This is an optimization exercise on Yosys and OpenROAD, whose aim is small area and a short achievable clock period, not a production implementation. Function was checked by simulation only, so behaviour that the tests miss may differ from the original.

==> flow/design.v (excerpt) <==
module aipp_coherent_phase_recovery (
    input wire clk_local_ref,
    input wire rst_n,
    input wire [127:0] optical_in,
    input wire lock_enable,
    output reg clk_omega_out,
    output reg phase_locked,
    output reg [15:0] phase_error
);
clock: 5.5 ns
lec_check: 0
cap_margin: 20
core_margin: 2
core_utilization: 40
place_density: 0.6
setup_slack_margin: 1.0
slew_margin: 20
standard.sh (not shown) runs the stock make flow with config.mk's settings and CLKGATE_MAP_FILE= SYNTH_SCRIPT=/design/flow/synth_recipe.tcl, a recipe that flattens the netlist after the stock synthesis.
==> flow/flow/run.sh <==
#!/bin/bash
# Own layout flow: the standard ORFS flow (standard.sh), with two changes:
#  - synthesis runs without Yosys's early "abc -fast" pass (SYNTH_ARGS=-noabc), so the full
#    adders that ORFS extracts from the RTL's explicit carry-save logic keep their polarity
#    (no inverter pairs around them); the final ABC mapping is unchanged;
#  - the port buffers that placement inserts are buf_1 cells rather than the default choice.
# Everything else (floorplan, power grid, taps, placement, CTS, routing) is standard.sh unchanged.
set -euo pipefail
export SYNTH_ARGS="-noabc"
export BUFFER_PORTS_ARGS="-buffer_cell sky130_fd_sc_hd__buf_1"
bash standard.sh > standard_make.log 2>&1
The starting point passed the timing, design-rule and antenna checks.
Rerun with:
--- a/flow/flow/run.sh
+++ b/flow/flow/run.sh
@@ -9,3 +9,4 @@
 export SYNTH_ARGS="-noabc"
 export BUFFER_PORTS_ARGS="-buffer_cell sky130_fd_sc_hd__buf_1"
+export CTS_ARGS="-sink_clustering_enable -repair_clock_nets -dont_use_dummy_load -buf_list sky130_fd_sc_hd__clkbuf_4"
 bash standard.sh > standard_make.log 2>&1
=>
- The changed run passed the timing, design-rule and antenna checks
- setup slack gets worse by 0.057 ns
- design area decreases by 3.9%
- flip-flop and latch count is unchanged
- clock skew increases by 0.022 ns
- routed wire length decreases by 1.0%
- sequential share of layout area increases by 1.0 points
- utilization decreases by 1.8 points
Rerun with:
==> flow/run.sh (new file) <==
#!/bin/bash
# synth_recipe.tcl (not shown) runs the flow's synth.tcl, then flattens the netlist and writes it again
# the make line also repeats each setting of config.mk as NAME=value (left out here)
make -C /OpenROAD-flow-scripts/flow DESIGN_CONFIG=/design/flow/config.mk WORK_HOME=/design/flow/orfs CLKGATE_MAP_FILE= SYNTH_SCRIPT=/design/flow/synth_recipe.tcl finish
Settings changed: CTS_BUF_LIST from default to sky130_fd_sc_hd__clkbuf_4, SETUP_SLACK_MARGIN 1.0 to 2.0.
removed: flow/flow/run.sh
removed: flow/standard.sh
Result: Wire length goes up by 16%. First-iteration DRC count goes down by 4.8%. Sequential cell count does not change. Area after synthesis goes up by 4.6%. Synthesized cell count goes up by 22%. Global-route usage goes up by 1.0 points. Via count goes up by 17%. Final area goes up by 19%.

## run A
aipp_coherent_phase_recovery again, from the RTL that the note above started with.
export LEC_CHECK = 0
export CAP_MARGIN = 20
export CORE_MARGIN = 2
export CORE_UTILIZATION = 40
export PLACE_DENSITY = 0.6
export SETUP_SLACK_MARGIN = 1.0
export SLEW_MARGIN = 20
create_clock -name core_clock -period 5.5 [get_ports {clk_local_ref}]
run.sh (not shown) runs the stock make flow with config.mk's settings and CLKGATE_MAP_FILE= SYNTH_SCRIPT=/design/flow/synth_recipe.tcl, a recipe that flattens the netlist after the stock synthesis.
Stock flow here: none of the scripts above is used.
Every stage of the flow completed for run A, and the final layout passed the timing, design-rule and antenna checks.
Input changes introduced in run B (baseline for comparison: run A):
==> flow/flow/run.sh (new file) <==
#!/bin/bash
# Own layout flow: the standard ORFS flow (standard.sh), with two changes:
#  - synthesis runs without Yosys's early "abc -fast" pass (SYNTH_ARGS=-noabc), so the full
#    adders that ORFS extracts from the RTL's explicit carry-save logic keep their polarity
#    (no inverter pairs around them); the final ABC mapping is unchanged;
#  - the port buffers that placement inserts are buf_1 cells rather than the default choice.
# Everything else (floorplan, power grid, taps, placement, CTS, routing) is standard.sh unchanged.
set -euo pipefail
export SYNTH_ARGS="-noabc"
export BUFFER_PORTS_ARGS="-buffer_cell sky130_fd_sc_hd__buf_1"
export CTS_ARGS="-sink_clustering_enable -repair_clock_nets -dont_use_dummy_load -buf_list sky130_fd_sc_hd__clkbuf_8"
bash standard.sh > standard_make.log 2>&1
==> flow/standard.sh (new file) <==
#!/bin/bash
# synth_recipe.tcl (not shown) runs the flow's synth.tcl, then flattens the netlist and writes it again
# the make line also repeats each setting of config.mk as NAME=value (left out here)
make -C /OpenROAD-flow-scripts/flow DESIGN_CONFIG=/design/flow/config.mk WORK_HOME=/design/flow/orfs CLKGATE_MAP_FILE= SYNTH_SCRIPT=/design/flow/synth_recipe.tcl "${@:-finish}"
removed: flow/run.sh
==> run notes <==
Compared with run A, final RePlAce weighted congestion in run B decreased by a few percent.

==> re-timing with driven ports <==
The results above use ideal ports. As a check the final layouts listed here were re-extracted and re-timed, cells and wires unchanged. Step 1: set_driving_cell puts a clkbuf_16 on clk_local_ref and a buf_2 on each other input, an assumption about the parent block. Step 2, shift: input delay + t, output delay - t, t = (earliest + latest rising clock arrival at the registers) / 2. This alone moves slack from input paths to output paths. a / b / c = ideal ports / drivers / drivers and shift; a / b = the first two.
run | t, ns | slack for setup (ns) | hold WS [ns] | slew at the worst register clock pin (ns) | cell pins on the clock port's net
the first run of note 1 | 0.366 | 1.187 / 1.187 / 0.877 | 0.479 / 0.479 / 0.479 | 0.06 / 0.06 | 1
the second run of note 1 | 0.433 | 1.130 / 1.130 / 0.795 | 0.486 / 0.486 / 0.486 | 0.11 / 0.11 | 1
the third run of note 1 | 0.482 | 1.477 / 1.477 / 1.401 | 0.491 / 0.491 / 0.491 | 0.13 / 0.13 | 1
run A | 0.372 | 1.270 / 1.270 / 1.007 | 0.482 / 0.482 / 0.482 | 0.06 / 0.06 | 1
run B | 0.369 | 1.124 / 1.124 / 0.876 | 0.480 / 0.480 / 0.480 | 0.07 / 0.07 | 1
After both steps every run listed still meets setup and hold. For the second run of note 1, which loses most, drivers alone change the setup slack by 0.000 ns; drivers and shift together by -0.335 ns.
